This design comes from an exercise in tuning for small area on the open sky130 flow, not from production work.
Only simulation tests tie the RTL to the original design; equivalence was not proved.
Power figures rest on the tool's default switching activity, not on a simulated workload.

Design Remoto, start of the top module:
module Remoto(clk,rst,entrada,comando,su,sd,suB,sdB,saida_1,saida1_1,saida2_1,soma_result_1,sinal_A,sinal_B);
Settings: LEC_CHECK=0, ABC_AREA=1, CAP_MARGIN=20, CORE_MARGIN=2, CORE_UTILIZATION=40, SLEW_MARGIN=20; clock period 14.0 ns.
run.sh (not shown) runs the stock make flow with config.mk's settings and CLKGATE_MAP_FILE= SYNTH_SCRIPT=/design/flow/synth_recipe.tcl, a recipe that flattens the netlist after the stock synthesis.
Then changed:
CORE_UTILIZATION = 70   (was 40)
What happened: The changed run finished with timing, DRC and antenna clean. Via count came out higher by 6.3%. Routed wire length came out higher by 2.1%. Setup slack is worse by 0.23 ns. Global-route usage came out higher by 14 points. Power came out lower by 1.1%. Clock power came out lower by 11%. Area after synthesis does not change. Hold slack hardly moves. Die area came out lower by 42%. Register-to-register slack is worse by 0.30 ns.
Then changed:
CTS_BUF_LIST = sky130_fd_sc_hd__clkbuf_4   (was unset)
CTS_CLUSTER_DIAMETER = 100   (was unset)
CTS_CLUSTER_SIZE = 30   (was unset)
Outcome: Non-clock buffer count stays the same; setup slack improves by 0.039 ns; synthesized cell count stays the same; area after synthesis does not change; critical path depth is lower by 21; combinational power stays flat; power is lower by 11%.


Remoto, a different RTL version from the one above (not shown whole).
For scale: ~640 cells after synthesis, about 100 flip-flops.
Settings: LEC_CHECK=0, ABC_AREA=1, CAP_MARGIN=20, CORE_MARGIN=2, CORE_UTILIZATION=70, CTS_BUF_LIST=sky130_fd_sc_hd__clkbuf_8, CTS_CLUSTER_DIAMETER=100, CTS_CLUSTER_SIZE=30, SLEW_MARGIN=20; clock period 14.0 ns.
standard.sh (not shown) runs the stock make flow with config.mk's settings and CLKGATE_MAP_FILE= SYNTH_SCRIPT=/design/flow/synth_recipe.tcl, a recipe that flattens the netlist after the stock synthesis.
==> flow/flow/run.sh <==
#!/bin/bash
# The standard layout with three changes:
#  - synthesis leaves adders to ABC instead of mapping them to the library's
#    adder cells first (ADDER_MAP_FILE empty);
#  - ABC restructures the logic (&deepsyn) and maps it for area (amap),
#    without the buffering and upsizing passes of ORFS's
#    area script (flow/abc_area.script, used through a copy of ORFS's scripts
#    folder for the synthesis step only);
#  - the port buffers are the smallest buffer instead of the one buffer_ports
#    picks by default.
set -euo pipefail
here=$(pwd)
rm -rf "$here/synth_scripts"
cp -r "$FLOW_HOME/scripts" "$here/synth_scripts"
cp "$here/flow/abc_area.script" "$here/synth_scripts/abc_area.script"
export ADDER_MAP_FILE=
export BUFFER_PORTS_ARGS="-buffer_cell sky130_fd_sc_hd__buf_1"
SCRIPTS_DIR="$here/synth_scripts" bash standard.sh synth > synth.log 2>&1
bash standard.sh > layout.log 2>&1
==> flow/flow/abc_area.script <==
strash
&get -n
&deepsyn -T 20
&put
dch -f
amap -m -F 3 -A 10
topo
dnsize -c
Rerun with:
- CORE_UTILIZATION: 70 -> 85
Result: The changed run died in global placement without I/O (3_1_place_gp_skip_io), error GPL-0301. Area after synthesis does not change. Synthesized cell count does not change.
Rerun with:
- CORE_UTILIZATION: 85 -> 70
- CTS_CLUSTER_DIAMETER: 100 -> 150
- CTS_CLUSTER_SIZE: 30 -> 50
After rerunning: With this change the flow passed the timing, DRC and antenna checks; synthesized cell count does not change; area after synthesis is unchanged.


The RTL this note starts from:
==> flow/design.v <==
module ula(clock,a_dez,a_uni,b_dez,b_uni,op,sinA,sinB,r);
	input clock;
	input [3:0] a_dez, a_uni, b_dez, b_uni;
	input op;
	input sinA;
	input sinB;
	output [9:0] r;
	reg op1, op2;
	always @(posedge clock) begin
		op1 <= op;
		op2 <= op1;
	end
	wire sub = sinA ^ sinB ^ op2;
	wire ge = {a_dez, a_uni} >= {b_dez, b_uni};
	wire ca = sub & ~ge;
	wire cb = sub & ge;
	wire [3:0] au = ca ? 4'd9 - a_uni : a_uni;
	wire [3:0] at = ca ? 4'd9 - a_dez : a_dez;
	wire [3:0] bu = cb ? 4'd9 - b_uni : b_uni;
	wire [3:0] bt = cb ? 4'd9 - b_dez : b_dez;
	wire [4:0] s0 = au + bu + sub;
	wire c0 = (s0 >= 5'd10);
	wire [3:0] u = c0 ? s0 - 5'd10 : s0;
	wire [4:0] s1 = at + bt + c0;
	wire c1 = (s1 >= 5'd10);
	wire [3:0] t = c1 ? s1 - 5'd10 : s1;
	wire [8:0] mag = {c1 & ~sub, t, u};
	assign r = {(mag == 9'd0) | ~(sinA ^ ca), mag};
endmodule
module bcdout(saida,saida1,saida2,h,t,u,enable);
	input h;
	input [3:0] t;
	input [3:0] u;
	input enable;
	output [6:0] saida;
	output [6:0] saida1;
	output [6:0] saida2;
	seg7 U(.d(u), .off(~enable), .s(saida));
	seg7 D(.d(t), .off(~enable), .s(saida1));
	assign saida2 = enable ? (h ? 7'b1001111 : 7'b0000001) : 7'b1111111;
endmodule
module Remoto(clk,rst,entrada,comando,su,sd,suB,sdB,saida_1,saida1_1,saida2_1,soma_result_1,sinal_A,sinal_B);
input         clk;
input         rst;
input         entrada;
output reg [7:0] comando;
output [6:0] su;
output [6:0] sd;
output [6:0] suB;
output [6:0] sdB;
output [6:0] saida_1;
output [6:0] saida1_1;
output [6:0] saida2_1;
output [8:0] soma_result_1;
output reg sinal_A;
output reg sinal_B;
localparam [1:0] INICIA = 2'b00, INICIA_1 = 2'b01, LEITURA = 2'b10;
reg [1:0]  estado;
reg [11:0] cnt;         
reg [5:0]  bitcount;    
reg [7:0]  rbuf;        
reg        cur;         
reg        chk;         
reg        nova_mensagem;
wire st_ini  = (estado == INICIA);
wire st_ini1 = (estado == INICIA_1);
wire st_leit = (estado == LEITURA);
wire t_ini   = &{cnt[11], cnt[10], cnt[9], cnt[3], cnt[1], cnt[0]};         
wire t_ini1  = &{cnt[11], cnt[10], cnt[7], cnt[6], cnt[4], cnt[1]};         
wire c_full  = &cnt;                                                      
wire c_bit   = (cnt == 12'd312);
wire c_one   = (cnt == 12'd648);
wire bc33    = bitcount[5] & bitcount[0];                                 
wire bc32    = bitcount[5] & ~bitcount[0];                                
wire lvl     = st_ini ? ~entrada : entrada;
wire leave   = (st_ini & t_ini) | (st_ini1 & t_ini1) | (st_leit & (c_full | bc33));
wire [12:0] cnt_c;
wire [6:0]  bc_c;
assign cnt_c[0] = 1'b1;
assign bc_c[0]  = 1'b1;
genvar gi;
generate
	for (gi = 0; gi < 12; gi = gi + 1) begin : cnt_inc
		assign cnt_c[gi+1] = cnt_c[gi] & cnt[gi];
	end
	for (gi = 0; gi < 6; gi = gi + 1) begin : bc_inc
		assign bc_c[gi+1] = bc_c[gi] & bitcount[gi];
	end
endgenerate
always @(posedge clk)
	if (rst | leave | ~lvl)
		cnt <= 12'd0;
	else
		cnt <= cnt ^ cnt_c[11:0];
always @(posedge clk)
	if (rst)
		estado <= INICIA;
	else if (st_ini & t_ini)
		estado <= INICIA_1;
	else if (st_ini1 & t_ini1)
		estado <= LEITURA;
	else if (leave)
		estado <= INICIA;
always @(posedge clk)
	if (rst | ~st_leit)
		bitcount <= 6'd0;
	else if (c_bit)
		bitcount <= bitcount ^ bc_c[5:0];
always @(posedge clk)
	if (st_leit) begin
		if (c_bit) begin
			cur <= 1'b0;
			if (bitcount <= 6'd24) begin
				rbuf <= {cur, rbuf[7:1]};
				chk  <= 1'b1;
			end else begin
				rbuf <= {rbuf[0], rbuf[7:1]};
				chk  <= chk & (cur ^ rbuf[0]);
			end
		end else if (c_one)
			cur <= 1'b1;
	end
wire valido = chk & (cur ^ rbuf[0]);
always @(posedge clk)
	if (rst) begin
		comando <= 8'd0;
		nova_mensagem <= 1'b0;
	end else begin
		nova_mensagem <= bc32 & valido;
		if (bc32 & valido)
			comando <= {rbuf[0], rbuf[7:1]};
	end
localparam [3:0] DESLIGADO = 4'b0000,
                 ESPERA    = 4'b0001,
                 ZERA_TUDO = 4'b0011,
                 DEZ_A     = 4'b0100,
                 DEZ_B     = 4'b0101,
                 UNI_A     = 4'b1000,
                 UNI_B     = 4'b1001,
                 MUDA_A    = 4'b1100,
                 MUDA_B    = 4'b1101;
reg [3:0]  estado_m;
reg [3:0]  a_dez, a_uni, b_dez, b_uni;
reg        op;
reg [26:0] delay;
reg        espera;
wire off     = (estado_m == DESLIGADO);
wire digito  = (comando < 8'd10);
wire liga    = (comando == 8'h12) & nova_mensagem;
wire em_uni  = estado_m[3] & ~estado_m[2];
wire dl_z26 = ~|delay[25:0];
wire dl_fb  = delay[26] ^ delay[4] ^ delay[1] ^ delay[0] ^ dl_z26;
wire [9:0] soma_result;
reg  [9:0] res;
wire [6:0] res_meio = {res[7:4], 2'b00} + res[7:4] + res[3:1] + (res[8] ? 7'd50 : 7'd0);
assign soma_result_1 = {res[9], res_meio, res[0]};
always @(posedge clk)
	if (em_uni) begin
		delay  <= {delay[25:0], dl_fb};
		espera <= (delay == 27'h2e182ff) | (espera & ~(delay[26] & dl_z26));
	end else begin
		delay  <= 27'd1;
		espera <= 1'b0;
	end
always @(posedge clk)
	if (rst) begin
		estado_m <= DESLIGADO;
		sinal_A <= 1'b0;
		sinal_B <= 1'b0;
		res <= 10'd0;
	end else
		case (estado_m)
			DESLIGADO:
				if (liga) begin
					estado_m <= ESPERA;
					a_dez <= 4'd0; a_uni <= 4'd0;
					b_dez <= 4'd0; b_uni <= 4'd0;
					op <= 1'b0;
				end
			ESPERA:
				if (liga) begin
					estado_m <= DESLIGADO;
					res <= 10'h200;
				end else if (comando == 8'h0F) begin
					estado_m <= DEZ_A;
					a_dez <= 4'd0; a_uni <= 4'd0;
					sinal_A <= 1'b0;
					res <= 10'h200;
				end else if (comando == 8'h10) begin
					estado_m <= ZERA_TUDO;
					a_dez <= 4'd0; a_uni <= 4'd0;
					b_dez <= 4'd0; b_uni <= 4'd0;
					sinal_A <= 1'b0;
					sinal_B <= 1'b0;
					res <= 10'h200;
				end else if (comando == 8'h13) begin
					estado_m <= DEZ_B;
					b_dez <= 4'd0; b_uni <= 4'd0;
					sinal_B <= 1'b0;
					res <= 10'h200;
				end else if (comando == 8'h1A) begin
					op <= 1'b0;
					res <= soma_result;
				end else if (comando == 8'h1E) begin
					op <= 1'b1;
					res <= soma_result;
				end
			ZERA_TUDO: begin
				estado_m <= DEZ_A;
				res <= 10'h200;
			end
			DEZ_A:
				if (digito) begin
					a_uni <= comando[3:0];
					sinal_A <= 1'b0;
					estado_m <= UNI_A;
				end
			DEZ_B:
				if (digito) begin
					b_uni <= comando[3:0];
					sinal_B <= 1'b0;
					estado_m <= UNI_B;
				end
			UNI_A:
				if (espera & nova_mensagem) begin
					if (digito) begin
						a_dez <= a_uni; a_uni <= comando[3:0];
					end
					estado_m <= MUDA_A;
				end
			UNI_B:
				if (espera & nova_mensagem) begin
					if (digito) begin
						b_dez <= b_uni; b_uni <= comando[3:0];
					end
					estado_m <= MUDA_B;
				end
			MUDA_A:
				if (comando == 8'h0C) begin
					sinal_A <= ~sinal_A;
					estado_m <= ESPERA;
				end else if (~digito)
					estado_m <= ESPERA;
			MUDA_B:
				if (comando == 8'h0C) begin
					sinal_B <= ~sinal_B;
					estado_m <= ESPERA;
				end else if (~digito)
					estado_m <= ESPERA;
			default: ;
		endcase
ula G1(.clock(clk), .a_dez(a_dez), .a_uni(a_uni), .b_dez(b_dez), .b_uni(b_uni),
       .op(op), .sinA(sinal_A), .sinB(sinal_B), .r(soma_result));
bcdout G2(.saida(saida_1), .saida1(saida1_1), .saida2(saida2_1),
          .h(res[8]), .t(res[7:4]), .u(res[3:0]), .enable(~off));
seg7 DA0(.d(a_uni), .off(off), .s(su));
seg7 DA1(.d(a_dez), .off(off), .s(sd));
seg7 DB0(.d(b_uni), .off(off), .s(suB));
seg7 DB1(.d(b_dez), .off(off), .s(sdB));
endmodule
module seg7(input [3:0] d, input off, output [6:0] s);
	wire A = d[3], B = d[2], C = d[1], D = d[0];
	wire sa = A | C | (B & D) | (~B & ~D);
	wire sb = ~B | (~C & ~D) | (C & D);
	wire sc = B | ~C | D;
	wire sd = A | (~B & ~D) | (~B & C) | (C & ~D) | (B & ~C & D);
	wire se = (~B & ~D) | (C & ~D);
	wire sf = A | (~C & ~D) | (B & ~C) | (B & ~D);
	wire sg = A | (~B & C) | (B & ~C) | (C & ~D);
	assign s = ~({sa, sb, sc, sd, se, sf, sg} & {7{~off}});
endmodule
==> flow/config.mk <==
export PLATFORM = sky130hd
export DESIGN_NAME = Remoto
export DESIGN_NICKNAME = Remoto
export VERILOG_FILES = /design/flow/design.v
export SDC_FILE = /design/flow/constraint.sdc
export NUM_CORES = 4
export LEC_CHECK = 0
export ABC_AREA = 1
export CAP_MARGIN = 20
export CORE_MARGIN = 2
export CORE_UTILIZATION = 70
export CTS_BUF_LIST = sky130_fd_sc_hd__clkbuf_8
export CTS_CLUSTER_DIAMETER = 100
export CTS_CLUSTER_SIZE = 30
export SLEW_MARGIN = 20
==> flow/constraint.sdc <==
create_clock -name core_clock -period 14.0 [get_ports {clk}]
set_input_delay 2.8000 -clock core_clock [delete_from_list [all_inputs] [get_ports {clk}]]
set_output_delay 2.8000 -clock core_clock [all_outputs]
set_load 0.01 [all_outputs]
run.sh (not shown) runs the stock make flow with config.mk's settings and CLKGATE_MAP_FILE= SYNTH_SCRIPT=/design/flow/synth_recipe.tcl, a recipe that flattens the netlist after the stock synthesis.
Stock flow here: none of the scripts above is used.
==> next run, changes <==
==> flow/flow/run.sh (new file) <==
#!/bin/bash
# The standard layout with three changes:
#  - synthesis leaves adders to ABC instead of mapping them to the library's
#    adder cells first (ADDER_MAP_FILE empty);
#  - ABC maps for area without the buffering and upsizing passes of ORFS's
#    area script (flow/abc_area.script, used through a copy of ORFS's scripts
#    folder for the synthesis step only);
#  - the port buffers are the smallest buffer instead of the one buffer_ports
#    picks by default.
set -euo pipefail
here=$(pwd)
rm -rf "$here/synth_scripts"
cp -r "$FLOW_HOME/scripts" "$here/synth_scripts"
cp "$here/flow/abc_area.script" "$here/synth_scripts/abc_area.script"
export ADDER_MAP_FILE=
export BUFFER_PORTS_ARGS="-buffer_cell sky130_fd_sc_hd__buf_1"
SCRIPTS_DIR="$here/synth_scripts" bash standard.sh synth > synth.log 2>&1
bash standard.sh > layout.log 2>&1
==> flow/flow/abc_area.script (new file) <==
strash
dc2
dch -f
map -a
topo
dnsize -c
==> flow/standard.sh (new file) <==
#!/bin/bash
# synth_recipe.tcl (not shown) runs the flow's synth.tcl, then flattens the netlist and writes it again
# the make line also repeats each setting of config.mk as NAME=value (left out here)
make -C /OpenROAD-flow-scripts/flow DESIGN_CONFIG=/design/flow/config.mk WORK_HOME=/design/flow/orfs CLKGATE_MAP_FILE= SYNTH_SCRIPT=/design/flow/synth_recipe.tcl "${@:-finish}"
removed: flow/run.sh
After rerunning: Combinational power drops by 37%; first-iteration DRC count falls by 1.6%; worst setup slack improved by 0.80 ns; clock-buffer cell count is unchanged; die area is lower by 12%; worst hold slack gets worse by 0.011 ns; clock skew is about the same.

## port drivers added, routing unchanged
In the flow no input, the clock included, has a driving cell. The finished layouts below were timed again as built, in two steps. Step 1, drivers: a clkbuf_16 drives clk and a buf_2 each remaining input, both assumed. Step 2 times the ports against the registers' clock, not the clock port: input delays grow and output delays shrink by t, the midpoint of the rising clock arrivals with the driver on. a / b / c = no drivers / after step 1 / after step 2; a / b = the first two.
run | t, ns | slack for setup (ns) | worst register clock-pin slew, ns | cell pins on the clock port's net
the first run of note 1 | 0.459 | 7.621 / 7.576 / 7.693 | 0.06 / 0.06 | 1
the second run of note 1 | 0.569 | 7.392 / 7.392 / 7.392 | 0.06 / 0.06 | 1
the third run of note 1 | 0.572 | 7.430 / 7.398 / 7.681 | 0.11 / 0.11 | 1
the first run of note 2 | 0.391 | 7.514 / 7.482 / 7.873 | 0.10 / 0.10 | 1
the third run of note 2 | 0.391 | 7.514 / 7.482 / 7.873 | 0.10 / 0.10 | 1
the first run of note 3 | 0.402 | 7.350 / 7.350 / 7.350 | 0.12 / 0.12 | 1
the second run of note 3 | 0.405 | 8.155 / 8.123 / 8.372 | 0.11 / 0.11 | 1
After both steps setup and hold are still met in every run listed.
